Background: an optimization exercise with open tools, aiming at small area, a short achievable clock period and few clock cycles. Do not read the settings as production practice. Function was not checked in any run shown here: the RTL went through the layout flow alone. The flow treats the clock pin as an ideal source, which a real chip does not have. Power is estimated from default activity; no workload was simulated.

[config.mk]
export PLATFORM = sky130hd
export DESIGN_NAME = MF
export DESIGN_NICKNAME = MF
export VERILOG_FILES = /design/flow/design.v
export SDC_FILE = /design/flow/constraint.sdc
export NUM_CORES = 4
export LEC_CHECK = 0
export ABC_AREA = 1
export CAP_MARGIN = 20
export CORE_MARGIN = 2
export CORE_UTILIZATION = 55
export CTS_BUF_LIST = sky130_fd_sc_hd__clkbuf_16
export CTS_CLUSTER_DIAMETER = 80
export CTS_CLUSTER_SIZE = 30
export SLEW_MARGIN = 20
[constraint.sdc]
create_clock -name core_clock -period 10.0 [get_ports {clk}]
set_input_delay 2.0000 -clock core_clock [delete_from_list [all_inputs] [get_ports {clk}]]
set_output_delay 2.0000 -clock core_clock [all_outputs]
set_load 0.01 [all_outputs]
[design.v]
module MF(
	clk,
	rst_n,
	invalid,
	image_in,
	outvalid,
	image_out
);
input				clk,rst_n,invalid;
input 		[7:0]	image_in;
output	reg 		outvalid;
output	reg [7:0]	image_out;
reg			act;
reg [3:0]	row;
reg [3:0]	col;
reg			hb, hv;		 
wire last = (row == 4'd11);
wire row1_next = act & ((row == 4'd0 & col == 4'd9) | (row == 4'd1 & col != 4'd9));
always @(posedge clk or negedge rst_n) begin
	if (!rst_n) act <= 1'b0;
	else act <= (act & !last) | invalid;
end
always @(posedge clk) begin
	if (act & !last) begin
		col <= (col == 4'd9) ? 4'd0 : col + 4'd1;
		row <= (col == 4'd9) ? row + 4'd1 : row;
	end else begin
		row <= 4'd0; col <= 4'd0;
	end
end
always @(posedge clk or negedge rst_n) begin
	if (!rst_n) hv <= 1'b0;
	else hv <= act & ((row >= 4'd2) | (row == 4'd1 & col != 4'd0));
end
always @(posedge clk) hb <= (col <= 4'd1) | (row == 4'd1) | (row == 4'd10);
always @(posedge clk) outvalid <= hv;
function [1:0] cmp8;
	input [7:0] a, b;
	reg [7:0] g, l;
	reg [3:0] g1, l1;
	reg [1:0] g2, l2;
	integer k;
	begin
		g = a & ~b;
		l = ~a & b;
		for (k = 0; k < 4; k = k + 1) begin
			g1[k] = g[2*k+1] | (~l[2*k+1] & g[2*k]);
			l1[k] = l[2*k+1] | (~g[2*k+1] & l[2*k]);
		end
		for (k = 0; k < 2; k = k + 1) begin
			g2[k] = g1[2*k+1] | (~l1[2*k+1] & g1[2*k]);
			l2[k] = l1[2*k+1] | (~g1[2*k+1] & l1[2*k]);
		end
		cmp8 = {g2[1] | (~l2[1] & g2[0]), l2[1] | (~g2[1] & l2[0])};
	end
endfunction
function ge8;	 
	input [7:0] a, b;
	reg [1:0] r;
	begin r = cmp8(a, b); ge8 = ~r[0]; end
endfunction
function gt8;	 
	input [7:0] a, b;
	reg [1:0] r;
	begin r = cmp8(a, b); gt8 = r[1]; end
endfunction
reg [7:0]	in_r;
reg [7:0]	lb [1:20];
reg			ab, ac, bc;
integer i;
wire [7:0] a_d = invalid ? image_in : 8'd0;
wire [7:0] c_d = row1_next ? 8'd0 : lb[19];
always @(posedge clk) begin
	in_r <= a_d;
	lb[1] <= in_r;
	for (i = 2; i <= 19; i = i + 1) lb[i] <= lb[i-1];
	lb[20] <= c_d;
	ab <= invalid ? ge8(image_in, lb[9]) : lb[9] == 8'd0;
	ac <= row1_next | (invalid ? ge8(image_in, lb[19]) : lb[19] == 8'd0);
	bc <= row1_next | ge8(lb[9], lb[19]);
end
wire [7:0] a = in_r, b = lb[10], c = lb[20];
wire [7:0] vmax = (ab & ac) ? a : (!ab & bc) ? b : c;
wire [7:0] vmin = (!ab & !ac) ? a : (ab & !bc) ? b : c;
reg [7:0] x0, x1;	 
reg [7:0] n0, n1;	 
reg [7:0] xp, np;	 
reg       gx, gn;	 
reg       hx, hn;	 
wire       psx_d = gx | (col == 4'd1);	 
wire [7:0] px = psx_d ? x0 : x1;
wire       hx_d = gt8(vmax, px) & (col != 4'd0);	 
wire       psn_d = gn;
wire [7:0] pn = psn_d ? n0 : n1;
wire       hn_d = gt8(pn, vmin);
always @(posedge clk) begin
	x0 <= vmax; x1 <= x0; xp <= px;
	n0 <= vmin; n1 <= n0; np <= pn;
	gx <= ge8(vmax, x0); gn <= ge8(n0, vmin);
	hx <= hx_d; hn <= hn_d;
end
wire [7:0] mx = hx ? x0 : xp;
wire [7:0] mn = hb ? 8'd0 : hn ? n0 : np;
wire [8:0] sum = {1'b0, mx} + {1'b0, mn};
always @(posedge clk) image_out <= sum[8:1];
endmodule
[flow/run.sh]
#!/bin/bash
set -euo pipefail
KNOBS="SETUP_SLACK_MARGIN=7.45"
bash standard.sh $KNOBS cts > orfs_flow_cts.log 2>&1
R=orfs/results/$FLOW_PLATFORM/MF/base
openroad -no_init -exit -threads "${NUM_CORES:-4}" flow/unroot.tcl > unroot.log 2>&1
bash standard.sh $KNOBS finish > orfs_flow_finish.log 2>&1
[flow/unroot.tcl]
set odb orfs/results/$::env(FLOW_PLATFORM)/MF/base/4_cts.odb
read_db $odb
set block [ord::get_db_block]
set port_net [[$block findBTerm clk] getNet]
set roots {}
foreach it [$port_net getITerms] { lappend roots [$it getInst] }
if {[llength $roots] != 1} { puts "unroot: clock port drives [llength $roots] cells; left as is"; exit 0 }
set root [lindex $roots 0]
set master [[$root getMaster] getName]
if {![string match "sky130_fd_sc_hd__clkbuf_*" $master]} { puts "unroot: root is $master; left as is"; exit 0 }
set out_net ""
foreach it [$root getITerms] {
  if {[$it isOutputSignal]} { set out_net [$it getNet] }
}
set loads {}
foreach it [$out_net getITerms] {
  if {[$it getInst] ne $root} { lappend loads $it }
}
if {[llength $loads] > 4 || [llength [$out_net getBTerms]] > 0} { puts "unroot: root drives [llength $loads] pins; left as is"; exit 0 }
foreach it $loads { $it disconnect; $it connect $port_net }
puts "unroot: removed [$root getName] ($master); clock port now drives [llength $loads] buffers"
odb::dbInst_destroy $root
odb::dbNet_destroy $out_net
write_db $odb
[standard.sh]
#!/bin/bash
# synth_recipe.tcl (not shown) runs the flow's synth.tcl, then flattens the netlist and writes it again
# the make line also repeats each setting of config.mk as NAME=value (left out here)
make -C /OpenROAD-flow-scripts/flow DESIGN_CONFIG=/design/flow/config.mk WORK_HOME=/design/flow/orfs CLKGATE_MAP_FILE= SYNTH_SCRIPT=/design/flow/synth_recipe.tcl "${@:-finish}"
==> out/results.tsv, run 1 <==
metric	value	unit
outcome	no timing/DRC/antenna violations	
Die ar.	0.01463	mm²
flop2flop setup slack	7.75	ns
IO Pins	20	
final hold viol count	0	
critical path type	register to primary output	
clock transition at the registers of the reported paths	0.11	ns
count leader, synth	dfxtp_1	
hold path depth	0	
final period utilization	0.2770	
clk root buf	clkbuf_16	
FP Rows	42	
synth cell count leaders	241 x dfxtp_1, 198 x nand2_1, 105 x inv_1, 53 x nand3_1, 52 x nor2_1	
DIE HEIGHT	120.9	µm
clk_skew	0.01465	ns
Worst Hold Class	register to register	
pin count of the biggest net entering global routing	31	
R2R Path Start	hx	
worst-margin pin slew	0.5739	ns
Min-Delay Endpoint	lb[2][4]	
Skew-Pair Late Insertion Delay	0.34	ns
drt pass-1 iters	6	
register area share after synthesis	0.6481	
CTS max path bufs	3	
CTS Buf Count	12	
dominant synthesized flop cell	dfxtp_1	
minimum clock period	2.770	ns
Place WS	6.604	ns
Post-synth EDFFs	0	
Synth cell types	40	
Layout area overhead	9.799	%
core footprint	0.01330	mm²
Crit path max-delay family	flip-flops	
share of the synthesized area in the top cell type	0.6415	
Reg2Reg Depth	11	
first-pass GRT wire length	21.81	mm
# hold bufs at CTS	0	
startpoint types	register	
yosys warns	2	
DRT iter0 DRCs	357	
Mapped Area	0.007521	mm²
CTS tree	yes	
min-delay src	lb[1][4]	
crit end category	primary output	
Clock Sink Count	243	
setup_tns	0	ns
Ant. Diodes	0	
WP data arrival	0.77	ns
Initial Util	0.5657	
Max FO, Critical Path	1	
initial antenna violation count	0	
placed cell count	988	
Fmax	0.3610	GHz
smallest hold slack	0.3295	ns
RSZ-0062 raised after global routing	yes	
WP buf/inv	1	
Pwr Total	0.002522	W
Post-DRT Antenna Nets	0	
number of global-route vias before repair	4578	
CP peak stage delay	0.31	ns
Crit Reg-Reg Endpoint	image_out[7]	
DR DRC count	0	
Slowest-stage cell, CP	dfxtp_1	
most area-consuming cells after synthesis	dfxtp_1 64%, nand2_1 9.9%, inv_1 5.2%, nand3_1 3.5%, nor2_1 2.6%	
fraction of registers with async set/reset	0.008230	
post-DR wirelength/cell	13.17	µm
#FFs+latches synth	243	
Avg Inst Size Synth	9.378	µm²
count of final setup violators	0	
depth of the CTS H-tree	1	
setup ws final	7.230	ns
Final Max Tran Viols	0	
dpl hpwl	9.616	mm
maximum VDD drop	0.1989	mV
vias per std cell	4.904	
Yosys top cell by area	dfxtp_1	
final WL	13.25	mm
share of cells above drive strength 1	0.08193	
number of port buffers	19	
total track usage	0.1869	
Mapped Cells	802	
Die X	120.9	µm
GP Congestion	0.8959	
Rel. slew slack	0.6174	
nets@finish	853	
PwrDens	305.5	mW/mm²
Syn Nets	828	
via count	4933	
critical path, cell by cell	buf_2	
Max-cap violations	0	
Layout Cells excl Fill	1006	
Worst Path Required	8.00	ns
P_leak	3.955	nW
fillcell total	1156	
final global-route overflow total	0	
==> per-stage QoR <==
step	area, µm²	util
floorplan	7521	-
CTS	8224	0.6186
global placement	7868	0.5918
finish	8258	0.6211
global route	8258	0.6211
detailed placement	7868	0.5918
==> area by class of cell <==
type,instances,area (µm²),area share
Sequential cell,243,4876,0.5905
Multi-Input combinational cell,441,2230,0.2700
Inverter,109,414.1,0.05015
Clock buffer,12,300.3,0.03636
Tap cell,176,220.2,0.02667
Timing Repair Buffer,21,156.4,0.01894
Clock inverter,4,61.31,0.007424
==> worst max path at each step <==
stage                             from           end  slack [ns]  depth (start not counted)
after floorplan            image_in[3]            ab        7.29                          7
after global placement     image_in[3]            ab        6.64                          8
after detailed placement   image_in[3]            ab        6.60                          8
after CTS                 image_out[5]  image_out[5]        7.08                          1
after global routing      image_out[0]  image_out[0]        7.20                          1
final                         outvalid      outvalid        7.23                          1
==> routing by layer <==
layer / up-vias / part of all wire / track usage
li1: 2571 / - / -
met1: 2249 / 0.49 / 0.2621
met2: 91 / 0.46 / 0.3034
met3: 22 / 0.035 / 0.02397
met4: 0 / 0.022 / 0.05523
met5: - / 0 / 0
==> repair_timing <==
action,4_1_cts,5_1_grt
endpoints found under the setup margin,12,11
setup buffers,0,2
pin swaps,9,10
resized for setup,62,28
hold endpoints to repair,0,0
==> cells by family after synthesis <==
family                   Yosys count  share of synthesized area
XOR/XNOR                           6                   0.006987
flip-flops                       243                     0.6481
AND/OR/NAND/NOR                  330                     0.1842
AO/OA/AOI/OAI                     90                    0.07187
adder cells (fa/ha/maj)           15                    0.02595
buffers and inverters            118                    0.06288
==> report_power, final <==
group | switching (W) | leakage [nW] | internal (W) | total [W]
sequential | 0.000104 | 2.03 | 0.00115 | 0.00125
combinational | 0.000465 | 1.75 | 0.000269 | 0.000734
clock | 0.000284 | 0.177 | 0.000250 | 0.000534
==> flip-flops by register name, summed over array words and instances (netlist names), 4 cells and up <==
name / flops
n0: 8
row: 4
col: 4
xp: 8
in_r: 8
lb: 160
n1: 8
x1: 8
x0: 8
image_out: 8
np: 8
==> layout by cell type (no fill, tap or decap), drive strengths merged, types with 3 or more instances in the layout <==
master,n
buf,15
clkbuf,15
nor2,53
nand3,55
dfxtp,241
a211oi,9
nand4,5
xor2,5
inv,110
a31oi,4
a21oi,22
o22ai,3
o221ai,3
nor4,5
or2,6
nand2,204
ha,14
o21ai,37
o211ai,5
==> inputs of run 2 (changes only) <==
--- a/config.mk
+++ b/config.mk
@@ -8,7 +8,7 @@
 export ABC_AREA = 1
 export CAP_MARGIN = 20
 export CORE_MARGIN = 2
-export CORE_UTILIZATION = 55
+export CORE_UTILIZATION = 70
 export CTS_BUF_LIST = sky130_fd_sc_hd__clkbuf_16
 export CTS_CLUSTER_DIAMETER = 80
 export CTS_CLUSTER_SIZE = 30
==> out/results.tsv, run 2 <==
metric	value	unit
final WL	15.29	mm
Mapped Area	0.007521	mm²
synth cell count leaders	241 x dfxtp_1, 198 x nand2_1, 105 x inv_1, 53 x nand3_1, 52 x nor2_1	
most frequent cells in the layout	237 x dfxtp_1, 196 x nand2_1, 99 x inv_1	
Post-DRT Antenna Nets	0	
Skew-Pair Late Insertion Delay	0.33	ns
CTS Buf Count	12	
P_leak	3.944	nW
Fmax	0.3580	GHz
Crit path max-delay family	flip-flops	
CP peak stage delay	0.33	ns
Layout area overhead	9.033	%
Syn Nets	828	
Final Max Tran Viols	0	
#FFs+latches synth	243	
critical path, cell by cell	buf_2	
share of the synthesized area in the top cell type	0.6415	
DRT iter0 DRCs	474	
DR DRC count	0	
GP Congestion	0.9297	
post-DR wirelength/cell	15.81	µm
Mapped Cells	802	
fraction of registers with async set/reset	0.008230	
Die ar.	0.01159	mm²
crit end category	primary output	
final hold viol count	0	
Place WS	6.648	ns
number of port buffers	19	
pin count of the biggest net entering global routing	32	
WP buf/inv	1	
initial antenna violation count	0	
dominant synthesized flop cell	dfxtp_1	
total track usage	0.2712	
count leader, synth	dfxtp_1	
drt pass-1 iters	5	
vias per std cell	5.406	
max FFs per register	160	
nets@finish	855	
Max FO, Critical Path	1	
Worst Path Required	8.00	ns
dpl hpwl	10.80	mm
WP data arrival	0.79	ns
Slowest-stage cell, CP	dfxtp_1	
Synth cell types	40	
worst-margin pin slew	0.5863	ns
DIE HEIGHT	107.7	µm
count of final setup violators	0	
number of global-route vias before repair	5149	
outcome	no timing/DRC/antenna violations	
Ant. Diodes	0	
Post-synth EDFFs	0	
most area-consuming cells after synthesis	dfxtp_1 64%, nand2_1 9.9%, inv_1 5.2%, nand3_1 3.5%, nor2_1 2.6%	
setup ws final	7.207	ns
Die X	107.7	µm
critical path type	register to primary output	
maximum VDD drop	0.2076	mV
CTS max path bufs	3	
register area share after synthesis	0.6481	
first-pass GRT wire length	24.65	mm
Worst Hold Class	register to register	
Initial Util	0.7253	
clk root buf	clkbuf_16	
final global-route overflow total	0	
PwrDens	311.5	mW/mm²
Rel. slew slack	0.6091	
Reg with most FFs	lb	
# hold bufs at CTS	0	
FP Rows	37	
most common library cell in the layout ignoring fill and taps	dfxtp_1	
Clock Sink Count	243	
IO Pins	20	
clk_skew	0.03083	ns
CTS tree	yes	
share of cells above drive strength 1	0.09386	
yosys warns	2	
final period utilization	0.2793	
startpoint types	register	
via count	5228	
core footprint	0.01037	mm²
setup_tns	0	ns
RSZ-0062 raised after global routing	yes	
Avg Inst Size Synth	9.378	µm²
clock transition at the registers of the reported paths	0.11	ns
Max-cap violations	0	
depth of the CTS H-tree	1	
minimum clock period	2.793	ns
Yosys top cell by area	dfxtp_1	
[run 2: worst paths after layout]
| kind | end | slack (ns) | startpoint | cells after the start |
|---|---|---|---|---|
| setup / recovery | image_out[0] | 7.21 | image_out[0] | 1 |
| hold / removal | lb[9][7] | 0.31 | lb[8][7] | 0 |
| setup reg to reg | image_out[7] | 7.72 | hx | 12 |
| hold reg to reg | lb[9][7] | 0.31 | lb[8][7] | 0 |
| max in group asynchronous | hv | 8.02 | rst_n | 1 |
| min in group asynchronous | act | 1.83 | rst_n | 1 |
[run 2: routing by layer]
metal / track usage / wire, µm / up-vias
met4: 0.09615 / 494 / 0
li1: - / - / 2572
met1: 0.3451 / 6495 / 2437
met5: 0 / 0 / -
met2: 0.4789 / 7566 / 179
met3: 0.02906 / 735 / 40
[run 2: report_power, final]
group	total, W	internal, W	switching, W
combinational	0.000787	0.000278	0.000509
clock	0.000505	0.000224	0.000281
sequential	0.00126	0.00115	0.000112
[run 2: final cells by class]
class | count | area, µm²
well taps | 136 | 170.2
flip-flops and latches | 243 | 4880
repair buffers | 23 | 168.9
multi-input cells | 441 | 2223
fillers | 641 | 2170
inverters | 109 | 420.4
clock buffers | 12 | 300.3
clock inverters | 3 | 37.54
[run 2: what timing repair did]
item                                    CTS  global route
endpoints found under the hold margin     0             0
endpoints found under the setup margin   13            12
gates resized for setup                  59            43
pin swaps                                 8            13
setup buffers                             1             3
[run 2: stage by stage]
| step | power (W) | instance area (µm²) | hold WS (ns) | util | instances |
|---|---|---|---|---|---|
| finish | 0.002555 | 8200 | 0.3099 | 0.7908 | 967 |
| global route | 0.002714 | 8200 | 0.2985 | 0.7908 | 967 |
| CTS | 0.002557 | 8152 | 0.3071 | 0.7861 | 965 |
| detailed placement | 0.002042 | 7818 | 0.3121 | 0.7539 | 948 |
| global placement | 0.001973 | 7818 | 0.3101 | 0.7539 | 948 |
| floorplan | 0.001819 | 7521 | 0.3096 | - | 802 |
[run 2: kinds of logic (layout without fill, tap and decap cells)]
group / after synthesis / count (layout) / share of synthesized area
buf+inv: 118 / 147 / 0.06288
fa+ha+maj: 15 / 15 / 0.02595
flops: 243 / 243 / 0.6481
xor+xnor: 6 / 6 / 0.006987
simple gates: 330 / 330 / 0.1842
compound gates: 90 / 90 / 0.07187
==> inputs of run 3 (changes only) <==
--- a/config.mk
+++ b/config.mk
@@ -8,8 +8,8 @@
 export ABC_AREA = 1
 export CAP_MARGIN = 20
 export CORE_MARGIN = 2
-export CORE_UTILIZATION = 70
+export CORE_UTILIZATION = 65
 export CTS_BUF_LIST = sky130_fd_sc_hd__clkbuf_16
 export CTS_CLUSTER_DIAMETER = 80
-export CTS_CLUSTER_SIZE = 30
+export CTS_CLUSTER_SIZE = 36
 export SLEW_MARGIN = 20
==> out/results.tsv, run 3 <==
metric	value	unit
DP Area	0.007826	mm²
IO Pins	20	
depth of the CTS H-tree	1	
post-DR wirelength/cell	13.87	µm
total track usage	0.2227	
maximum VDD drop	0.2410	mV
DRT iter0 DRCs	508	
synth cell count leaders	241 x dfxtp_1, 198 x nand2_1, 105 x inv_1, 53 x nand3_1, 52 x nor2_1	
final global-route overflow total	0	
pin count of the biggest net entering global routing	37	
max FFs per register	160	
number of global-route vias before repair	4901	
P_sw	0.0008600	W
outcome	no timing/DRC/antenna violations	
setup ws final	7.211	ns
P_leak	3.921	nW
most area-consuming cells after synthesis	dfxtp_1 64%, nand2_1 9.9%, inv_1 5.2%, nand3_1 3.5%, nor2_1 2.6%	
core footprint	0.01137	mm²
drt pass-1 iters	5	
via count	5032	
PwrDens	303.4	mW/mm²
Final Max Tran Viols	0	
Fmax	0.3585	GHz
Reg with most FFs	lb	
Mapped Area	0.007521	mm²
final WL	13.48	mm
CTS max path bufs	3	
Max-cap violations	0	
Post-synth EDFFs	0	
nets@finish	852	
most frequent cells in the layout	237 x dfxtp_1, 196 x nand2_1, 99 x inv_1	
Crit path max-delay family	flip-flops	
Ant. Diodes	0	
CTS Buf Count	11	
count leader, synth	dfxtp_1	
Flop pwr share	0.507	
Die X	111.6	µm
Pint	0.001620	W
Rel. slew slack	0.6161	
count of final setup violators	0	
Clock power frac	0.193	
Sw Share	0.3468	
Clock Sink Count	243	
dominant synthesized flop cell	dfxtp_1	
DR DRC count	0	
Avg Inst Size Synth	9.378	µm²
FP Rows	39	
initial antenna violation count	0	
GP Congestion	0.9479	
critical path, cell by cell	buf_6	
Pwr Total	0.002480	W
Max FO, Critical Path	1	
first-pass GRT wire length	22.82	mm
DIE HEIGHT	111.6	µm
cell area after layout	0.008173	mm²
most common library cell in the layout ignoring fill and taps	dfxtp_1	
yosys warns	2	
clock transition at the registers of the reported paths	0.12	ns
Die ar.	0.01245	mm²
Mapped Cells	802	
Combinational Power Share	0.299	
final hold viol count	0	
number of port buffers	19	
fraction of registers with async set/reset	0.008230	
minimum clock period	2.789	ns
CP peak stage delay	0.34	ns
Slowest-stage cell, CP	dfxtp_2	
critical path type	register to primary output	
Initial Util	0.6615	
WP buf/inv	1	
WP data arrival	0.79	ns
dpl hpwl	9.670	mm
Post-DRT Antenna Nets	0	
startpoint types	register	
RSZ-0062 raised after global routing	yes	
#FFs+latches synth	243	
crit end category	primary output	
Worst Hold Class	register to register	
Syn Nets	828	
clk_skew	0.01818	ns
clk root buf	clkbuf_16	
register area share after synthesis	0.6481	
Skew-Pair Late Insertion Delay	0.34	ns
worst-margin pin slew	0.5759	ns
Layout area overhead	8.667	%
CTS tree	yes	
share of the synthesized area in the top cell type	0.6415	
Yosys top cell by area	dfxtp_1	
final period utilization	0.2789	
vias per std cell	5.177	
Place WS	6.614	ns
Worst Path Required	8.00	ns
share of cells above drive strength 1	0.09530	
setup_tns	0	ns
Synth cell types	40	
[run 3: metal layers]
layer  up-vias  GRT usage  wire [µm]
met5         -          0          0
met4         0    0.06173        311
met3        32    0.02286        590
li1       2571          -          -
met2       156     0.3744       6196
met1      2273     0.3111       6382
[run 3: cell type report]
type                            instances  area [µm²]
Sequential cell                       243        4880
Fill cell                             834        3197
Multi-Input combinational cell        441        2238
Inverter                              109       414.1
Clock buffer                           10       250.2
Tap cell                              143       178.9
Timing Repair Buffer                   21       160.2
Clock inverter                          5       51.30
[run 3: through the flow]
step                cells  hold slack, ns    util
floorplan             802          0.3096       -
global placement      955          0.3098  0.6883
detailed placement    955          0.3121  0.6883
CTS                   971          0.3222  0.7162
global route          972          0.3244  0.7188
finish                972          0.3208  0.7188
[run 3: final timing paths]
kind                               from      endpoint  slack, ns  depth (start not counted)
setup / recovery           image_out[7]  image_out[7]       7.21                          1
hold / removal                lb[17][6]     lb[18][6]       0.32                          0
setup reg to reg                     hx  image_out[7]       7.72                         11
hold reg to reg               lb[17][6]     lb[18][6]       0.32                          0
max in group asynchronous         rst_n           act       8.01                          1
min in group asynchronous         rst_n            hv       1.84                          1
[run 3: cell families after synthesis]
logic type      synth area share
simple gates              0.1842
flops                     0.6481
buf+inv                  0.06288
compound gates           0.07187
fa+ha+maj                0.02595
xor+xnor                0.006987
[run 3: what timing repair did]
item                       CTS  global route
setup buffers                0             2
setup endpoints to repair   12            12
hold endpoints to repair     0             0
hold buffers                 0             0
resized for setup           62            42
pin swaps                    6            15
[run 3: power by group through the flow]
stage,registers [W],logic (W),clock network (W)
floorplan,0.00124,0.000575,0
CTS,0.00126,0.000735,0.000517
global route,0.00128,0.000866,0.000519
finish,0.00126,0.000742,0.000480
detailed placement,0.00128,0.000740,0
global placement,0.00127,0.000714,0
==> inputs of run 4 (changes only) <==
--- a/config.mk
+++ b/config.mk
@@ -10,6 +10,6 @@
 export CORE_MARGIN = 2
 export CORE_UTILIZATION = 65
 export CTS_BUF_LIST = sky130_fd_sc_hd__clkbuf_16
-export CTS_CLUSTER_DIAMETER = 80
-export CTS_CLUSTER_SIZE = 36
+export CTS_CLUSTER_DIAMETER = 60
+export CTS_CLUSTER_SIZE = 24
 export SLEW_MARGIN = 20
==> out/results.tsv, run 4 <==
metric	value	unit
CTS max path bufs	3	
Ant. Diodes	0	
Core Util, Final	0.7265	
DRT iter0 DRCs	377	
Post-DRT Antenna Nets	0	
vias per std cell	5.110	
post-DR wirelength/cell	13.82	µm
clk_skew	0.01631	ns
Clock Sink Count	243	
share of cells above drive strength 1	0.09255	
max FFs per register	160	
register area share after synthesis	0.6481	
Mapped Cells	802	
most frequent cells in the layout	237 x dfxtp_1, 194 x nand2_1, 102 x inv_1	
WP data arrival	0.78	ns
Fmax	0.3599	GHz
final hold viol count	0	
Worst Path Required	8.00	ns
register area	0.004880	mm²
Syn Nets	828	
DP Area	0.007826	mm²
IO Pins	20	
Yosys top cell by area	dfxtp_1	
count leader, synth	dfxtp_1	
number of global-route vias before repair	4916	
final global-route overflow total	0	
startpoint types	register	
Post-synth EDFFs	0	
Skew-Pair Late Insertion Delay	0.34	ns
setup_tns	0	ns
synth cell count leaders	241 x dfxtp_1, 198 x nand2_1, 105 x inv_1, 53 x nand3_1, 52 x nor2_1	
maximum VDD drop	0.2862	mV
Slowest-stage cell, CP	dfxtp_2	
most area-consuming cells after synthesis	dfxtp_1 64%, nand2_1 9.9%, inv_1 5.2%, nand3_1 3.5%, nor2_1 2.6%	
Max-cap violations	0	
Multi-input gate area	0.002230	mm²
Crit path max-delay family	flip-flops	
share of the synthesized area in the top cell type	0.6415	
pin count of the biggest net entering global routing	26	
clock transition at the registers of the reported paths	0.09	ns
fillcell total	819	
outcome	no timing/DRC/antenna violations	
final WL	13.47	mm
dpl hpwl	9.670	mm
CP peak stage delay	0.33	ns
dominant synthesized flop cell	dfxtp_1	
CTS Buf Count	14	
depth of the CTS H-tree	1	
initial antenna violation count	0	
Synth cell types	40	
first-pass GRT wire length	22.92	mm
DIE HEIGHT	111.6	µm
Initial Util	0.6615	
Die X	111.6	µm
crit end category	primary output	
nets@finish	855	
Layout Cells excl Fill	975	
number of port buffers	19	
placed cell count	955	
critical path type	register to primary output	
critical path, cell by cell	buf_6	
GP Congestion	0.9479	
via count	4982	
Mapped Area	0.007521	mm²
P_leak	3.979	nW
FP Rows	39	
Avg Inst Size Synth	9.378	µm²
core footprint	0.01137	mm²
Layout area overhead	9.832	%
fraction of registers with async set/reset	0.008230	
Max FO, Critical Path	1	
Rel. slew slack	0.6144	
drt pass-1 iters	5	
worst-margin pin slew	0.5784	ns
Final Max Tran Viols	0	
Die ar.	0.01245	mm²
count of final setup violators	0	
yosys warns	2	
#FFs+latches synth	243	
clk root buf	clkbuf_16	
min-delay src	lb[3][4]	
total track usage	0.2242	
most common library cell in the layout ignoring fill and taps	dfxtp_1	
Worst Setup SP	image_out[7]	
DR DRC count	0	
Worst Hold Class	register to register	
minimum clock period	2.778	ns
RSZ-0062 raised after global routing	yes	
PwrDens	307.1	mW/mm²
cell area after layout	0.008260	mm²
WP buf/inv	1	
CTS tree	yes	
final period utilization	0.2778	
R2R Path Start	hx	
Reg with most FFs	lb	
-- run 4: cell counts after synthesis --
No cell type changed its count.
-- run 4: what timing repair did --
item                                    in CTS  in global routing
pin swaps                                    6                 13
endpoints found under the hold margin        0                  0
setup buffers                                1                  1
endpoints found under the setup margin      12                 12
resized for setup                           60                 43
cloned                                       0                  0
hold buffers                                 0                  0
-- run 4: kinds of logic after synthesis --
logic type	count (synthesis)	share of synthesized area
XOR/XNOR	6	0.006987
adder cells (fa/ha/maj)	15	0.02595
flip-flops	243	0.6481
AND/OR/NAND/NOR	330	0.1842
buffers and inverters	118	0.06288
AO/OA/AOI/OAI	90	0.07187
-- run 4: metal layers --
layer  up-vias  part of all wire  GRT usage
met5         -                 0          0
met2       110              0.46     0.3711
met1      2267              0.48     0.3128
met4         0             0.026    0.06584
met3        34             0.035    0.02885
li1       2571                 -          -
-- run 4: area by class of cell --
class,count,share of cell area
tap,143,0.02166
clock buffer,14,0.04241
inverter,109,0.05074
sequential,243,0.5907
timing repair buffer,21,0.02030
clock inverter,4,0.004241
multi-input combinational,441,0.2699
-- run 4: where the power goes --
part | internal [W] | switching [W] | total [W]
registers | 0.00115 | 0.000106 | 0.00126
logic | 0.000272 | 0.000467 | 0.000739
clock network | 0.000258 | 0.000283 | 0.000541
total | 0.00168 | 0.000857 | 0.00254
-- run 4: final timing paths --
| path | endpoint | slack, ns | depth (start not counted) |
|---|---|---|---|
| max in group asynchronous | hv | 8.00 | 1 |
| worst max register to register | image_out[7] | 7.74 | 11 |
| worst max-delay path | image_out[7] | 7.22 | 1 |
| min in group asynchronous | act | 1.85 | 1 |
| worst min register to register | lb[4][4] | 0.32 | 0 |
| worst min-delay path | lb[4][4] | 0.32 | 0 |
-- run 4: through the flow --
| step | worst slack, ns | power (W) | hold slack, ns |
|---|---|---|---|
| 6_report | 7.222 | 0.002537 | 0.3198 |
| 5_1_grt | 7.204 | 0.002725 | 0.3236 |
| 4_1_cts | 7.076 | 0.002564 | 0.3231 |
| 3_5_place_dp | 6.614 | 0.002016 | 0.3121 |
| 3_3_place_gp | 6.643 | 0.001982 | 0.3098 |
| 2_1_floorplan | 7.289 | 0.001819 | 0.3096 |
==> inputs of run 5 (changes only) <==
--- a/design.v
+++ b/design.v
@@ -67,6 +67,7 @@
 reg [7:0]	in_r;
 reg [7:0]	lb [1:20];
 reg			ab, ac, bc;
+reg			nopix;	 
 integer i;
 wire [7:0] a_d = invalid ? image_in : 8'd0;
 wire [7:0] c_d = row1_next ? 8'd0 : lb[19];
@@ -75,13 +76,15 @@
 	lb[1] <= in_r;
 	for (i = 2; i <= 19; i = i + 1) lb[i] <= lb[i-1];
 	lb[20] <= c_d;
-	ab <= invalid ? ge8(image_in, lb[9]) : lb[9] == 8'd0;
-	ac <= row1_next | (invalid ? ge8(image_in, lb[19]) : lb[19] == 8'd0);
+	ab <= ge8(image_in, lb[9]);
+	ac <= row1_next | ge8(image_in, lb[19]);
+	nopix <= !invalid;
 	bc <= row1_next | ge8(lb[9], lb[19]);
 end
 wire [7:0] a = in_r, b = lb[10], c = lb[20];
-wire [7:0] vmax = (ab & ac) ? a : (!ab & bc) ? b : c;
-wire [7:0] vmin = (!ab & !ac) ? a : (ab & !bc) ? b : c;
+wire       ab_a = ab & !nopix, ac_a = ac & !nopix;
+wire [7:0] vmax = (ab_a & ac_a) ? a : (!ab_a & bc) ? b : c;
+wire [7:0] vmin = (nopix | !ab & !ac) ? a : (ab & !bc) ? b : c;
 reg [7:0] x0, x1;	 
 reg [7:0] n0, n1;	 
 reg [7:0] xp, np;	 
--- a/config.mk
+++ b/config.mk
@@ -10,6 +10,6 @@
 export CORE_MARGIN = 2
 export CORE_UTILIZATION = 65
 export CTS_BUF_LIST = sky130_fd_sc_hd__clkbuf_16
-export CTS_CLUSTER_DIAMETER = 60
-export CTS_CLUSTER_SIZE = 24
+export CTS_CLUSTER_DIAMETER = 80
+export CTS_CLUSTER_SIZE = 30
 export SLEW_MARGIN = 20
==> out/results.tsv, run 5 <==
metric	value	unit
CP peak stage delay	0.32	ns
Post-DRT Antenna Nets	0	
dominant synthesized flop cell	dfxtp_1	
Skew-Pair Late Insertion Delay	0.34	ns
final WL	13.53	mm
critical path type	register to primary output	
R2R Path Start	hn	
minimum clock period	2.779	ns
Mapped Cells	786	
IO Pins	20	
Final Max Tran Viols	0	
most common library cell in the layout ignoring fill and taps	dfxtp_1	
PwrDens	301.7	mW/mm²
Reg with most FFs	lb	
Crit Reg-Reg Endpoint	image_out[7]	
via count	4973	
crit end category	primary output	
FP Rows	39	
drt pass-1 iters	8	
Ant. Diodes	0	
setup_tns	0	ns
Max-cap violations	0	
fraction of registers with async set/reset	0.008197	
Rel. slew slack	0.6313	
Post-synth EDFFs	0	
dpl hpwl	9.603	mm
count leader, synth	dfxtp_1	
depth of the CTS H-tree	1	
maximum VDD drop	0.2479	mV
Synth cell types	43	
clock transition at the registers of the reported paths	0.11	ns
CTS tree	yes	
Worst Hold Class	register to register	
count of final setup violators	0	
Reg2Reg Depth	10	
Multi-input gate area	0.002288	mm²
Yosys top cell by area	dfxtp_1	
Core Util, Final	0.7243	
outcome	no timing/DRC/antenna violations	
number of port buffers	19	
startpoint types	register	
DIE HEIGHT	112.0	µm
vias per std cell	5.196	
Clock Sink Count	244	
Die X	112.0	µm
DRT iter0 DRCs	343	
Fmax	0.3598	GHz
CTS Buf Count	12	
Layout area overhead	9.022	%
yosys warns	2	
# hold bufs at CTS	0	
fillcell total	841	
GP Congestion	0.8096	
register area share after synthesis	0.6452	
CTS max path bufs	3	
Initial Util	0.6644	
worst-margin pin slew	0.5473	ns
hold path depth	0	
final period utilization	0.2779	
Max FO, Critical Path	1	
Die ar.	0.01255	mm²
nets@finish	838	
flop2flop setup slack	7.76	ns
register area	0.004895	mm²
WP buf/inv	1	
Syn Nets	812	
final global-route overflow total	0	
share of cells above drive strength 1	0.1093	
RSZ-0062 raised after global routing	yes	
Avg Inst Size Synth	9.651	µm²
number of global-route vias before repair	4761	
Min-Delay Endpoint	lb[17][4]	
first-pass GRT wire length	22.30	mm
P_leak	3.909	nW
initial antenna violation count	0	
most frequent cells in the layout	242 x dfxtp_1, 181 x nand2_1, 91 x inv_1	
final hold viol count	0	
WP data arrival	0.78	ns
share of the synthesized area in the top cell type	0.6386	
Slowest-stage cell, CP	dfxtp_1	
max FFs per register	160	
Worst Path Required	8.00	ns
core footprint	0.01142	mm²
pin count of the biggest net entering global routing	31	
total track usage	0.2178	
Mapped Area	0.007586	mm²
DR DRC count	0	
clk root buf	clkbuf_16	
critical path, cell by cell	buf_2	
Crit path max-delay family	flip-flops	
post-DR wirelength/cell	14.13	µm
#FFs+latches synth	244	
most area-consuming cells after synthesis	dfxtp_1 64%, nand2_1 9.0%, inv_1 4.8%, nand3_1 3.0%, nor2_1 2.3%	
synth cell count leaders	242 x dfxtp_1, 181 x nand2_1, 97 x inv_1, 47 x nor2_1, 45 x nand3_1	
clk_skew	0.02522	ns
min-delay src	lb[16][4]	
Worst path depth	1	
## run 5: cell types whose count changed after synthesis, sizes merged, moves of 4 or more
cell / previous run / this run
nand2: 204 / 193
nor3: 1 / 6
or2: 6 / 1
nor4: 5 / 0
inv: 108 / 104
o21ai: 37 / 49
nor2: 53 / 49
nand3: 55 / 49
## run 5: how the worst max path moves through the flow
stage | startpoint | endpoint | slack, ns
finish | image_out[6] | image_out[6] | 7.22
CTS | image_out[6] | image_out[6] | 7.08
global placement | image_in[5] | ab | 6.70
detailed placement | image_in[5] | ab | 6.62
global route | image_out[6] | image_out[6] | 7.18
floorplan | image_in[3] | ac | 7.36
## run 5: per-stage QoR
stage / cells / setup slack (ns) / area, µm² / hold WS, ns / power (W)
after floorplan: 786 / 7.359 / 7629 / 0.3096 / 0.001823
after global placement: 939 / 6.703 / 7924 / 0.3100 / 0.001980
after detailed placement: 939 / 6.624 / 7924 / 0.3121 / 0.002009
after CTS: 955 / 7.079 / 8260 / 0.3295 / 0.002517
after global routing: 957 / 7.179 / 8270 / 0.3330 / 0.002669
final: 957 / 7.221 / 8270 / 0.3266 / 0.002496
## run 5: kinds of logic (layout without fill, tap and decap cells)
kind of cell	count (synthesis)	after routing	synth area share
buf+inv	113	141	0.06185
compound gates	102	102	0.08115
simple gates	305	305	0.1780
flops	244	244	0.6452
fa+ha+maj	15	15	0.02573
xor+xnor	7	7	0.008082
## run 5: power by group
group | leakage, nW | switching (W) | internal, W
clock network | 0.163 | 0.000278 | 0.000224
registers | 2.04 | 0.000106 | 0.00115
logic | 1.71 | 0.000466 | 0.000274
## run 5: timing repair
| item | in CTS | in global routing |
|---|---|---|
| gates resized for setup | 59 | 31 |
| buffers inserted | 0 | 3 |
| pin swaps | 5 | 8 |
| setup endpoints to repair | 11 | 22 |
## run 5: layout make-up
class | instances | area share
clock buffers | 12 | 0.03631
clock inverters | 3 | 0.003782
inverters | 104 | 0.05098
multi-input cells | 429 | 0.2767
flip-flops and latches | 244 | 0.5918
well taps | 143 | 0.02163
repair buffers | 22 | 0.01876
## run 5: metal layers
layer	GRT usage	share of wire
met1	0.2926	0.46
met2	0.3721	0.48
met3	0.02862	0.036
met4	0.06667	0.024
met5	0	0
==> inputs of run 6 (changes only) <==
--- a/flow/unroot.tcl
+++ b/flow/unroot.tcl
@@ -21,4 +21,29 @@
 puts "unroot: removed [$root getName] ($master); clock port now drives [llength $loads] buffers"
 odb::dbInst_destroy $root
 odb::dbNet_destroy $out_net
+
+# The paths to the outputs are the longest: give the output registers and
+# the output port buffers a stronger drive (same cell types).
+proc swap_master {inst name} {
+  set m [[ord::get_db] findMaster $name]
+  if {$m ne "NULL" && $m ne ""} { $inst swapMaster $m }
+}
+foreach bt [$block getBTerms] {
+  if {[$bt getIoType] ne "OUTPUT"} continue
+  foreach it [[$bt getNet] getITerms] {
+    set buf [$it getInst]
+    if {[[$buf getMaster] getName] eq "sky130_fd_sc_hd__buf_2"} { swap_master $buf sky130_fd_sc_hd__buf_4 }
+    foreach bit [$buf getITerms] {
+      if {![$bit isInputSignal]} continue
+      foreach dit [[$bit getNet] getITerms] {
+        if {![$dit isOutputSignal]} continue
+        set ff [$dit getInst]
+        if {[[$ff getMaster] getName] eq "sky130_fd_sc_hd__dfxtp_1"} { swap_master $ff sky130_fd_sc_hd__dfxtp_4 }
+        puts "unroot: [$buf getName] [[$buf getMaster] getName], [$ff getName] [[$ff getMaster] getName]"
+      }
+    }
+  }
+}
+detailed_placement
+check_placement
 write_db $odb
==> out/results.tsv, run 6 <==
metric	value	unit
Yosys top cell by area	dfxtp_1	
first-pass GRT wire length	22.32	mm
Layout Cells excl Fill	957	
GP Congestion	0.8096	
DR DRC count	0	
Ant. Diodes	0	
DRT iter0 DRCs	292	
total track usage	0.2181	
fillcell total	837	
final period utilization	0.2805	
share of the synthesized area in the top cell type	0.6386	
nets@finish	838	
Pwr Total	0.002530	W
Mapped Area	0.007586	mm²
Max FO, Critical Path	1	
Slowest-stage cell, CP	dfxtp_4	
Avg Inst Size Synth	9.651	µm²
setup_tns	0	ns
Initial Util	0.6644	
Crit path max-delay family	flip-flops	
FP Rows	39	
Post-synth EDFFs	0	
count leader, synth	dfxtp_1	
CTS Buf Count	12	
core footprint	0.01142	mm²
critical path type	register to primary output	
Post-DRT Antenna Nets	0	
final hold viol count	0	
Sw Share	0.3383	
maximum VDD drop	0.2467	mV
Clock Sink Count	244	
# hold bufs at CTS	0	
WP data arrival	0.80	ns
Clock power frac	0.199	
count of final setup violators	0	
pin count of the biggest net entering global routing	31	
Reg with most FFs	lb	
CP peak stage delay	0.35	ns
startpoint types	register	
#FFs+latches synth	244	
WP buf/inv	1	
final WL	13.58	mm
max FFs per register	160	
number of port buffers	19	
CTS tree	yes	
most area-consuming cells after synthesis	dfxtp_1 64%, nand2_1 9.0%, inv_1 4.8%, nand3_1 3.0%, nor2_1 2.3%	
critical path, cell by cell	buf_6	
P_leak	3.930	nW
minimum clock period	2.805	ns
min-delay src	lb[16][4]	
clk_skew	0.02527	ns
Rel. slew slack	0.6097	
number of global-route vias before repair	4768	
Combinational Power Share	0.300	
Fmax	0.3565	GHz
R2R Path Start	hx	
Worst Hold Class	register to register	
fraction of registers with async set/reset	0.008197	
yosys warns	2	
Pint	0.001674	W
Worst Path Required	8.00	ns
Skew-Pair Late Insertion Delay	0.34	ns
IO Pins	20	
Mapped Cells	786	
synth cell count leaders	242 x dfxtp_1, 181 x nand2_1, 97 x inv_1, 47 x nor2_1, 45 x nand3_1	
vias per std cell	5.180	
share of cells above drive strength 1	0.1204	
Worst Setup SP	image_out[6]	
most common library cell in the layout ignoring fill and taps	dfxtp_1	
dpl hpwl	9.603	mm
Synth cell types	43	
initial antenna violation count	0	
dominant synthesized flop cell	dfxtp_1	
most frequent cells in the layout	233 x dfxtp_1, 181 x nand2_1, 91 x inv_1	
Die X	112.0	µm
CTS max path bufs	3	
drt pass-1 iters	5	
crit end category	primary output	
Layout area overhead	10.21	%
final global-route overflow total	0	
Flop pwr share	0.501	
clk root buf	clkbuf_16	
depth of the CTS H-tree	1	
Die ar.	0.01255	mm²
outcome	no timing/DRC/antenna violations	
clock transition at the registers of the reported paths	0.11	ns
post-DR wirelength/cell	14.19	µm
worst-margin pin slew	0.5794	ns
placed cell count	939	
Syn Nets	812	
Final Max Tran Viols	0	
Max-cap violations	0	
RSZ-0062 raised after global routing	yes	
PwrDens	302.6	mW/mm²
register area share after synthesis	0.6452	
P_sw	0.0008558	W
DIE HEIGHT	112.0	µm
via count	4957	
## run 6: cell counts after synthesis
No cell type changed its count.
## run 6: cells by family (layout without fill, tap and decap cells)
| group | count (synthesis) | in the layout | synth area share |
|---|---|---|---|
| buffers and inverters | 113 | 141 | 0.06185 |
| AO/OA/AOI/OAI | 102 | 102 | 0.08115 |
| flip-flops | 244 | 244 | 0.6452 |
| adder cells (fa/ha/maj) | 15 | 15 | 0.02573 |
| AND/OR/NAND/NOR | 305 | 305 | 0.1780 |
| XOR/XNOR | 7 | 7 | 0.008082 |
## run 6: stage by stage
step | util | area (µm²) | setup WS [ns] | hold WS (ns)
2_1_floorplan | - | 7629 | 7.359 | 0.3096
3_3_place_gp | 0.6940 | 7924 | 6.703 | 0.3100
3_5_place_dp | 0.6940 | 7924 | 6.624 | 0.3121
4_1_cts | 0.7234 | 8260 | 7.079 | 0.3295
5_1_grt | 0.7322 | 8361 | 7.171 | 0.3330
6_report | 0.7322 | 8361 | 7.195 | 0.3266
## run 6: routing by layer
layer	wire, µm	track usage	up-vias
met5	0	0	-
met4	291	0.06667	0
met3	473	0.02862	24
met2	6543	0.3737	100
met1	6269	0.2920	2303
li1	-	-	2530
## run 6: cell type report
class | instances | area [µm²] | share of cell area
tap | 143 | 178.9 | 0.02140
clock inverter | 3 | 31.28 | 0.003741
inverter | 104 | 421.7 | 0.05043
clock buffer | 12 | 300.3 | 0.03592
timing repair buffer | 22 | 211.5 | 0.02529
multi-input combinational | 429 | 2288 | 0.2737
sequential | 244 | 4928 | 0.5895
## run 6: timing repair
action / 4_1_cts / 5_1_grt
setup buffers: 0 / 3
resized for setup: 59 / 40
endpoints found under the setup margin: 11 / 22
cloned: 0 / 0
pin swaps: 5 / 8
endpoints found under the hold margin: 0 / 0
## run 6: path summary, 6_finish.rpt
| check | endpoint | slack (ns) | cells after the start |
|---|---|---|---|
| min reg2reg | lb[17][4] | 0.33 | 0 |
| max reg2reg | image_out[7] | 7.74 | 11 |
| max in group asynchronous | act | 8.03 | 1 |
| min | lb[17][4] | 0.33 | 0 |
| min in group asynchronous | hv | 1.83 | 1 |
| max | image_out[6] | 7.20 | 1 |
## run 6: power groups by stage
stage / sequential, W / combinational (W) / clock, W
final: 0.00127 / 0.000760 / 0.000502
after global routing: 0.00129 / 0.000871 / 0.000543
after CTS: 0.00125 / 0.000728 / 0.000537
after detailed placement: 0.00127 / 0.000735 / 0
after global placement: 0.00127 / 0.000713 / 0
after floorplan: 0.00124 / 0.000586 / 0
==> inputs of run 7 (changes only) <==
==> design.v (replaced) <==
module MF(
	clk,
	rst_n,
	invalid,
	image_in,
	outvalid,
	image_out
);
input				clk,rst_n,invalid;
input 		[7:0]	image_in;
output	reg 		outvalid;
output	reg [7:0]	image_out;
reg			act;
reg [3:0]	row;
reg [3:0]	col;
wire last = (row == 4'd11);
wire row1_next = act & ((row == 4'd0 & col == 4'd9) | (row == 4'd1 & col != 4'd9));
always @(posedge clk or negedge rst_n) begin
	if (!rst_n) act <= 1'b0;
	else act <= (act & !last) | invalid;
end
wire       step = act & !last;
wire [3:0] col_n = step ? ((col == 4'd9) ? 4'd0 : col + 4'd1) : 4'd0;
wire [3:0] row_n = step ? ((col == 4'd9) ? row + 4'd1 : row) : 4'd0;
reg        c0, c1, border;
always @(posedge clk) begin
	col <= col_n;
	row <= row_n;
	c0 <= (col_n == 4'd0);
	c1 <= (col_n == 4'd1);
	border <= (col_n <= 4'd1) | (row_n == 4'd1) | (row_n == 4'd10);
end
wire valid = act & ((row >= 4'd2) | (row == 4'd1 & col != 4'd0));
always @(posedge clk) outvalid <= valid;
function [1:0] cmp8;
	input [7:0] a, b;
	reg [7:0] g, l;
	reg [3:0] g1, l1;
	reg [1:0] g2, l2;
	integer k;
	begin
		g = a & ~b;
		l = ~a & b;
		for (k = 0; k < 4; k = k + 1) begin
			g1[k] = g[2*k+1] | (~l[2*k+1] & g[2*k]);
			l1[k] = l[2*k+1] | (~g[2*k+1] & l[2*k]);
		end
		for (k = 0; k < 2; k = k + 1) begin
			g2[k] = g1[2*k+1] | (~l1[2*k+1] & g1[2*k]);
			l2[k] = l1[2*k+1] | (~g1[2*k+1] & l1[2*k]);
		end
		cmp8 = {g2[1] | (~l2[1] & g2[0]), l2[1] | (~g2[1] & l2[0])};
	end
endfunction
function ge8;	 
	input [7:0] a, b;
	reg [1:0] r;
	begin r = cmp8(a, b); ge8 = ~r[0]; end
endfunction
function gt8;	 
	input [7:0] a, b;
	reg [1:0] r;
	begin r = cmp8(a, b); gt8 = r[1]; end
endfunction
reg [7:0]	in_r;
reg [7:0]	lb [1:20];
reg			ab, ac, bc;
integer i;
wire [7:0] a_d = invalid ? image_in : 8'd0;
wire [7:0] c_d = row1_next ? 8'd0 : lb[19];
always @(posedge clk) begin
	in_r <= a_d;
	lb[1] <= in_r;
	for (i = 2; i <= 19; i = i + 1) lb[i] <= lb[i-1];
	lb[20] <= c_d;
	ab <= invalid ? ge8(image_in, lb[9]) : lb[9] == 8'd0;
	ac <= row1_next | (invalid ? ge8(image_in, lb[19]) : lb[19] == 8'd0);
	bc <= row1_next | ge8(lb[9], lb[19]);
end
wire [7:0] a = in_r, b = lb[10], c = lb[20];
wire [7:0] vmax = (ab & ac) ? a : (!ab & bc) ? b : c;
wire [7:0] vmin = (!ab & !ac) ? a : (ab & !bc) ? b : c;
reg [7:0] x0, x1;	 
reg [7:0] n0, n1;	 
reg       gx, gn;	 
wire [7:0] px = (gx | c1) ? x0 : x1;	 
wire       hx = gt8(vmax, px) & !c0;	 
wire [7:0] pn = gn ? n0 : n1;
wire       hn = gt8(pn, vmin);
wire [7:0] mx = hx ? vmax : px;
wire [7:0] mn = border ? 8'd0 : hn ? vmin : pn;
wire [8:0] sum = {1'b0, mx} + {1'b0, mn};
always @(posedge clk) begin
	x0 <= vmax; x1 <= x0;
	n0 <= vmin; n1 <= n0;
	gx <= ge8(vmax, x0); gn <= ge8(n0, vmin);
	image_out <= sum[8:1];
end
endmodule
==> flow/unroot.tcl (replaced) <==
set odb orfs/results/$::env(FLOW_PLATFORM)/MF/base/4_cts.odb
read_db $odb
set block [ord::get_db_block]
set port_net [[$block findBTerm clk] getNet]
set roots {}
foreach it [$port_net getITerms] { lappend roots [$it getInst] }
if {[llength $roots] != 1} { puts "unroot: clock port drives [llength $roots] cells; left as is"; exit 0 }
set root [lindex $roots 0]
set master [[$root getMaster] getName]
if {![string match "sky130_fd_sc_hd__clkbuf_*" $master]} { puts "unroot: root is $master; left as is"; exit 0 }
set out_net ""
foreach it [$root getITerms] {
  if {[$it isOutputSignal]} { set out_net [$it getNet] }
}
set loads {}
foreach it [$out_net getITerms] {
  if {[$it getInst] ne $root} { lappend loads $it }
}
if {[llength $loads] > 4 || [llength [$out_net getBTerms]] > 0} { puts "unroot: root drives [llength $loads] pins; left as is"; exit 0 }
foreach it $loads { $it disconnect; $it connect $port_net }
puts "unroot: removed [$root getName] ($master); clock port now drives [llength $loads] buffers"
odb::dbInst_destroy $root
odb::dbNet_destroy $out_net
write_db $odb
==> out/results.tsv, run 7 <==
metric	value	unit
Multi-input gate area	0.002531	mm²
startpoint types	register	
IO Pins	20	
fillcell total	695	
clk root buf	clkbuf_16	
final global-route overflow total	0	
count of final setup violators	0	
cell area after layout	0.008357	mm²
Mapped Cells	766	
DR DRC count	0	
clock transition at the registers of the reported paths	0.11	ns
FP Rows	38	
Die X	108.7	µm
CTS Buf Count	11	
register area	0.004543	mm²
Syn Nets	792	
dominant synthesized flop cell	dfxtp_1	
Initial Util	0.6630	
met2 usage	0.4196	
fraction of registers with async set/reset	0.004425	
nets@finish	848	
RSZ-0062 raised after global routing	yes	
initial antenna violation count	0	
share of cells above drive strength 1	0.1983	
M3 GR Usage	0.03766	
final hold viol count	0	
post-DR wirelength/cell	16.81	µm
DIE HEIGHT	108.7	µm
final WL	16.17	mm
Skew-Pair Late Insertion Delay	0.33	ns
GP Congestion	0.8590	
CTS max path bufs	3	
Avg Inst Size Synth	9.301	µm²
max FFs per register	160	
GR Layer Usage met1	0.3302	
via count	5204	
Worst Hold Class	register to register	
Synth cell types	44	
Yosys top cell by area	dfxtp_1	
pin count of the biggest net entering global routing	32	
#FFs+latches synth	226	
setup_tns	0	ns
count leader, synth	dfxtp_1	
synth cell count leaders	225 x dfxtp_1, 151 x nand2_1, 112 x inv_1, 55 x nor2_1, 53 x nand3_1	
Ant. Diodes	0	
most common library cell in the layout ignoring fill and taps	dfxtp_1	
worst-margin pin slew	0.5787	ns
Clock Sink Count	226	
crit end category	register	
PwrDens	378.1	mW/mm²
Post-synth EDFFs	0	
Pwr Total	0.003159	W
depth of the CTS H-tree	1	
Die ar.	0.01181	mm²
clk_skew	0.008297	ns
first-pass GRT wire length	23.39	mm
busiest grt layer	met2	
most area-consuming cells after synthesis	dfxtp_1 63%, nand2_1 8.0%, inv_1 5.9%, nand3_1 3.7%, nor2_1 2.9%	
number of global-route vias before repair	4809	
vias per std cell	5.410	
Max FO, Critical Path	15	
DP Area	0.007487	mm²
drt pass-1 iters	5	
smallest hold slack	0.3341	ns
Final Max Tran Viols	0	
number of port buffers	19	
Mapped Area	0.007124	mm²
share of the synthesized area in the top cell type	0.6322	
core footprint	0.01075	mm²
Fmax	0.3204	GHz
register area share after synthesis	0.6358	
WP data arrival	3.34	ns
Rel. slew slack	0.6031	
final period utilization	0.3121	
critical path type	register to register	
yosys warns	2	
most frequent cells in the layout	220 x dfxtp_1, 129 x nand2_1, 103 x inv_1	
Layout area overhead	17.30	%
Worst Path Required	10.22	ns
total track usage	0.2551	
Max-cap violations	0	
DRT iter0 DRCs	515	
dpl hpwl	9.624	mm
CTS tree	yes	
Reg with most FFs	lb	
maximum VDD drop	0.3403	mV
outcome	no timing/DRC/antenna violations	
P_leak	3.835	nW
Post-DRT Antenna Nets	0	
minimum clock period	3.121	ns
## run 7: cell types whose count changed after synthesis, sizes merged, moves of 5 or more
| cell | before | now |
|---|---|---|
| inv | 104 | 114 |
| nand2 | 193 | 165 |
| nor2 | 49 | 57 |
| nand3 | 49 | 56 |
| a211oi | 8 | 0 |
| dfxtp | 242 | 225 |
| o21ai | 49 | 43 |
| nor4 | 0 | 5 |
## run 7: repair_timing
action | CTS | global route
setup buffers | 17 | 13
pin swaps | 28 | 29
setup endpoints to repair | 20 | 21
gates cloned | 0 | 1
hold buffers | 0 | 0
resized for setup | 120 | 71
## run 7: logic make-up after synthesis
kind of cell,synth area share
adders and majority gates,0.03021
muxes,0.001405
DFF,0.6358
buffers and inverters,0.06673
AOI/OAI and AO/OA,0.07605
xor gates and xnor gates,0.006147
and+or+nand+nor,0.1837
## run 7: area by class of cell
type                            instances  area share
Inverter                              115     0.05495
Clock buffer                           10     0.02994
Tap cell                              140     0.02096
Sequential cell                       226      0.5436
Clock inverter                          2    0.002396
Timing Repair Buffer                   49     0.04522
Multi-Input combinational cell        420      0.3029
## run 7: stage by stage
stage,util,instances,worst slack [ns]
global route,0.7777,962,6.719
finish,0.7777,962,6.879
CTS,0.7481,949,7.094
global placement,0.6968,919,6.305
detailed placement,0.6968,919,6.239
floorplan,-,766,7.044
## run 7: metal layers
layer	part of all wire	up-vias
met5	0	-
met3	0.051	56
met1	0.42	2407
met4	0.047	0
li1	-	2535
met2	0.48	206
## run 7: worst paths after layout
kind / slack (ns) / to / start / cells after the start
min reg2reg: 0.33 / lb[2][0] / lb[1][0] / 0
max reg2reg: 6.88 / image_out[7] / gn / 20
min: 0.33 / lb[2][0] / lb[1][0] / 0
max in group asynchronous: 8.10 / act / rst_n / 1
min in group asynchronous: 1.80 / act / rst_n / 1
max: 6.88 / image_out[7] / gn / 20
## run 7: where the power goes
| part | leakage [nW] | switching [W] | total, W | internal, W |
|---|---|---|---|---|
| clock | 0.136 | 0.000255 | 0.000442 | 0.000187 |
| combinational | 1.81 | 0.000931 | 0.00158 | 0.000650 |
| sequential | 1.89 | 0.0000938 | 0.00114 | 0.00104 |
## run 7: worst max-delay path, cell delays in order, from the launching register on
cell and delay [ns]:
dfxtp_4 0.46, nand2_1 0.10, o21ai_1 0.25, nand3_1 0.19
nand3_1 0.14, nand2_1 0.08, a21oi_2 0.14, nand2_2 0.10
nand2_4 0.15, inv_6 0.06, o21ai_4 0.16, a21oi_4 0.07
fa_2 0.39, nand3_2 0.08, nand2_2 0.08, a21oi_2 0.15
nor2_2 0.06, nor2_1 0.11, nor2_1 0.08, nor2_1 0.10
o21bai_1 0.08
==> inputs of run 8 (changes only) <==
--- a/design.v
+++ b/design.v
@@ -80,20 +80,18 @@
 wire [7:0] a = in_r, b = lb[10], c = lb[20];
 wire [7:0] vmax = (ab & ac) ? a : (!ab & bc) ? b : c;
 wire [7:0] vmin = (!ab & !ac) ? a : (ab & !bc) ? b : c;
-reg [7:0] x0, x1;	 
-reg [7:0] n0, n1;	 
-reg       gx, gn;	 
-wire [7:0] px = (gx | c1) ? x0 : x1;	 
-wire       hx = gt8(vmax, px) & !c0;	 
-wire [7:0] pn = gn ? n0 : n1;
-wire       hn = gt8(pn, vmin);
-wire [7:0] mx = hx ? vmax : px;
-wire [7:0] mn = border ? 8'd0 : hn ? vmin : pn;
+reg [7:0] x0, n0;	 
+reg [7:0] xp, np;	 
+wire       hx = gt8(vmax, xp) & !c0;	 
+wire       hn = gt8(np, vmin);
+wire       gx = ge8(vmax, x0) | c0;	 
+wire       gn = ge8(n0, vmin);
+wire [7:0] mx = hx ? vmax : xp;
+wire [7:0] mn = border ? 8'd0 : hn ? vmin : np;
 wire [8:0] sum = {1'b0, mx} + {1'b0, mn};
 always @(posedge clk) begin
-	x0 <= vmax; x1 <= x0;
-	n0 <= vmin; n1 <= n0;
-	gx <= ge8(vmax, x0); gn <= ge8(n0, vmin);
+	x0 <= vmax; xp <= gx ? vmax : x0;
+	n0 <= vmin; np <= gn ? vmin : n0;
 	image_out <= sum[8:1];
 end
 endmodule
==> out/results.tsv, run 8 <==
metric	value	unit
Layout area overhead	21.11	%
fraction of registers with async set/reset	0.004484	
DP Area	0.007412	mm²
depth of the CTS H-tree	1	
Skew-Pair Late Insertion Delay	0.33	ns
WP data arrival	3.38	ns
initial antenna violation count	1	
final global-route overflow total	0	
Rel. slew slack	0.6478	
post-DR wirelength/cell	16.17	µm
share of the synthesized area in the top cell type	0.6290	
most common library cell in the layout ignoring fill and taps	dfxtp_1	
via count	5272	
Clock power frac	0.144	
CTS max path bufs	3	
final hold viol count	0	
fillcell total	684	
final WL	15.91	mm
share of cells above drive strength 1	0.2429	
Avg Inst Size Synth	9.188	µm²
most frequent cells in the layout	216 x dfxtp_1, 142 x nand2_1, 92 x inv_1	
routed wl met2	7.908	mm
smallest hold slack	0.3285	ns
dominant synthesized flop cell	dfxtp_1	
Most common cell on crit path	nor2_1	
Die ar.	0.01172	mm²
Post-synth EDFFs	0	
number of global-route vias before repair	4981	
max FFs per register	160	
IO Pins	20	
total track usage	0.2495	
#FFs+latches synth	223	
yosys warns	2	
clk root buf	clkbuf_16	
Clock Sink Count	223	
Combinational Power Share	0.490	
min-delay src	lb[8][4]	
Pint	0.001849	W
clock transition at the registers of the reported paths	0.11	ns
most area-consuming cells after synthesis	dfxtp_1 63%, nand2_1 9.3%, inv_1 5.3%, nand3_1 3.6%, nor2_1 3.0%	
Mapped Area	0.007066	mm²
Max-cap violations	0	
startpoint types	register	
Routed met3 length	918	µm
Post-DRT Antenna Nets	0	
Sw Share	0.3977	
synth cell count leaders	222 x dfxtp_1, 175 x nand2_1, 100 x inv_1, 56 x nor2_1, 51 x nand3_1	
Worst Path Required	10.23	ns
vias per std cell	5.358	
count of final setup violators	0	
DR DRC count	0	
Die X	108.3	µm
PwrDens	358.7	mW/mm²
register area	0.004482	mm²
nets@finish	869	
critical path, cell by cell	buf_12 -> nor2_4 -> buf_6 -> nand2_1 -> nand2_4 -> inv_2 -> nand2_1 -> nand2_2 -> o21ai_2 -> nand2_2 -> nand2_4 -> o21ai_2 -> a21oi_4 -> ha_4 -> a21oi_2 -> nand2_2 -> a21oi_2 -> nor2_1 -> nor2_1 -> nor2_1 -> nor2_1 -> o21bai_1	
Ant. Diodes	0	
count leader, synth	dfxtp_1	
DIE HEIGHT	108.3	µm
GP Congestion	0.9030	
final period utilization	0.3151	
CTS Buf Count	11	
clk_skew	0.01088	ns
CTS tree	yes	
minimum clock period	3.151	ns
M1 WL	6.509	mm
critical path type	register to register	
pin count of the biggest net entering global routing	32	
Reg with most FFs	lb	
Worst Setup SP	ab	
Fmax	0.3173	GHz
drt pass-1 iters	5	
setup_tns	0	ns
Slowest-stage cell, CP	dfxtp_4	
CP peak stage delay	0.37	ns
R2R Path Start	ab	
DRT iter0 DRCs	462	
FP Rows	38	
outcome	no timing/DRC/antenna violations	
Max FO, Critical Path	7	
Final Max Tran Viols	0	
crit end category	register	
Initial Util	0.6575	
register area share after synthesis	0.6325	
# hold bufs at CTS	0	
core footprint	0.01075	mm²
RSZ-0062 raised after global routing	yes	
maximum VDD drop	0.3411	mV
Mapped Cells	769	
Flop pwr share	0.366	
Syn Nets	795	
cell area after layout	0.008557	mm²
first-pass GRT wire length	22.91	mm
P_leak	3.928	nW
Worst Hold Class	register to register	
Yosys top cell by area	dfxtp_1	
top sig layer	met4	
Synth cell types	42	
P_sw	0.001221	W
number of port buffers	19	
dpl hpwl	9.602	mm
worst-margin pin slew	0.5259	ns
Multi-input gate area	0.002661	mm²
[run 8: worst max-delay path, delay by kind of cell (launching register included)]
kind,cells,cell delay (ns)
adder cells (fa/ha/maj),1,0.24
flip-flops,1,0.37
buffers and inverters,3,0.37
AO/OA/AOI/OAI,6,0.78
AND/OR/NAND/NOR,12,1.26
[run 8: worst paths after layout]
check | endpoint | slack (ns) | depth (start not counted)
setup / recovery | image_out[7] | 6.85 | 22
hold / removal | lb[9][4] | 0.33 | 0
setup reg to reg | image_out[7] | 6.85 | 22
max in group asynchronous | act | 8.09 | 1
min in group asynchronous | act | 1.81 | 1
hold reg to reg | lb[9][4] | 0.33 | 0
[run 8: power groups by stage]
stage | Clock, W | Combinational, W | Sequential (W)
floorplan | 0 | 0.000722 | 0.00112
global placement | 0 | 0.000876 | 0.00113
detailed placement | 0 | 0.000916 | 0.00113
CTS | 0.000472 | 0.00120 | 0.00112
global route | 0.000481 | 0.00161 | 0.00114
finish | 0.000443 | 0.00150 | 0.00112
[run 8: repair_timing]
item,4_1_cts,5_1_grt
buffers inserted,30,17
pin swaps,44,43
gates resized for setup,131,80
gates cloned,1,2
setup endpoints to repair,29,28
[run 8: area by class of cell]
cell class                      count  area share
Clock buffer                       10     0.02924
Clock inverter                      3    0.002924
Inverter                          111     0.05045
Multi-Input combinational cell    431      0.3110
Sequential cell                   223      0.5238
Tap cell                          140     0.02047
Timing Repair Buffer               66     0.06214
[run 8: stage by stage]
stage	cells	setup WS (ns)	power, W	util
after global placement	921	6.400	0.002002	0.6898
after detailed placement	921	6.347	0.002048	0.6898
final	984	6.849	0.003070	0.7963
after CTS	966	7.089	0.002786	0.7572
after global routing	984	6.764	0.003230	0.7963
after floorplan	769	6.985	0.001838	-
[run 8: routing by layer]
layer  vias to the layer above  GRT usage
met5                         -          0
met4                         0    0.08974
met3                        47    0.05365
met2                       171     0.4407
met1                      2471     0.3002
li1                       2583          -
[run 8: cells by family after synthesis]
family,Yosys count,synth area share
xor gates and xnor gates,6,0.007438
adders and majority gates,15,0.02763
DFF,223,0.6325
AOI/OAI and AO/OA,101,0.08411
and+or+nand+nor,306,0.1833
buffers and inverters,118,0.06499

-- what the ideal ports hide --
In the flow no input, the clock included, has a driving cell. The finished layouts below were timed again as built, in two steps. Step 1 sets driving cells, clkbuf_16 on the clock port and buf_2 on the other inputs (assumed; they add their load-dependent delay and slew). Step 2, shift: input delay + t, output delay - t, t = (earliest + latest rising clock arrival at the registers) / 2. This alone moves slack from input paths to output paths. a / b / c = ideal ports / drivers / drivers and shift; a / b = the first two.
run	t (ns)	setup slack, ns	worst setup path after step 2	slew at the worst register clock pin (ns)	worst slew at a driven data input, ns
run 1	0.395	7.230 / 7.172 / 7.075	input to register	0.11 / 0.11	0.05
run 2	0.377	7.207 / 7.152 / 7.095	input to register	0.11 / 0.11	0.06
run 3	0.389	7.211 / 7.157 / 7.084	input to register	0.12 / 0.12	0.05
run 4	0.381	7.222 / 7.170 / 7.053	input to register	0.09 / 0.09	0.05
run 5	0.387	7.221 / 7.166 / 7.059	input to register	0.11 / 0.11	0.05
run 6	0.387	7.195 / 7.140 / 7.059	input to register	0.11 / 0.11	0.05
run 7	0.378	6.879 / 6.879 / 6.809	input to register	0.11 / 0.11	0.06
run 8	0.380	6.849 / 6.849 / 6.799	input to register	0.11 / 0.11	0.05
After both steps setup and hold are still met in every run listed. The setup slack of run 4, which loses most, moves by -0.052 ns with the drivers and by -0.169 ns with both steps.
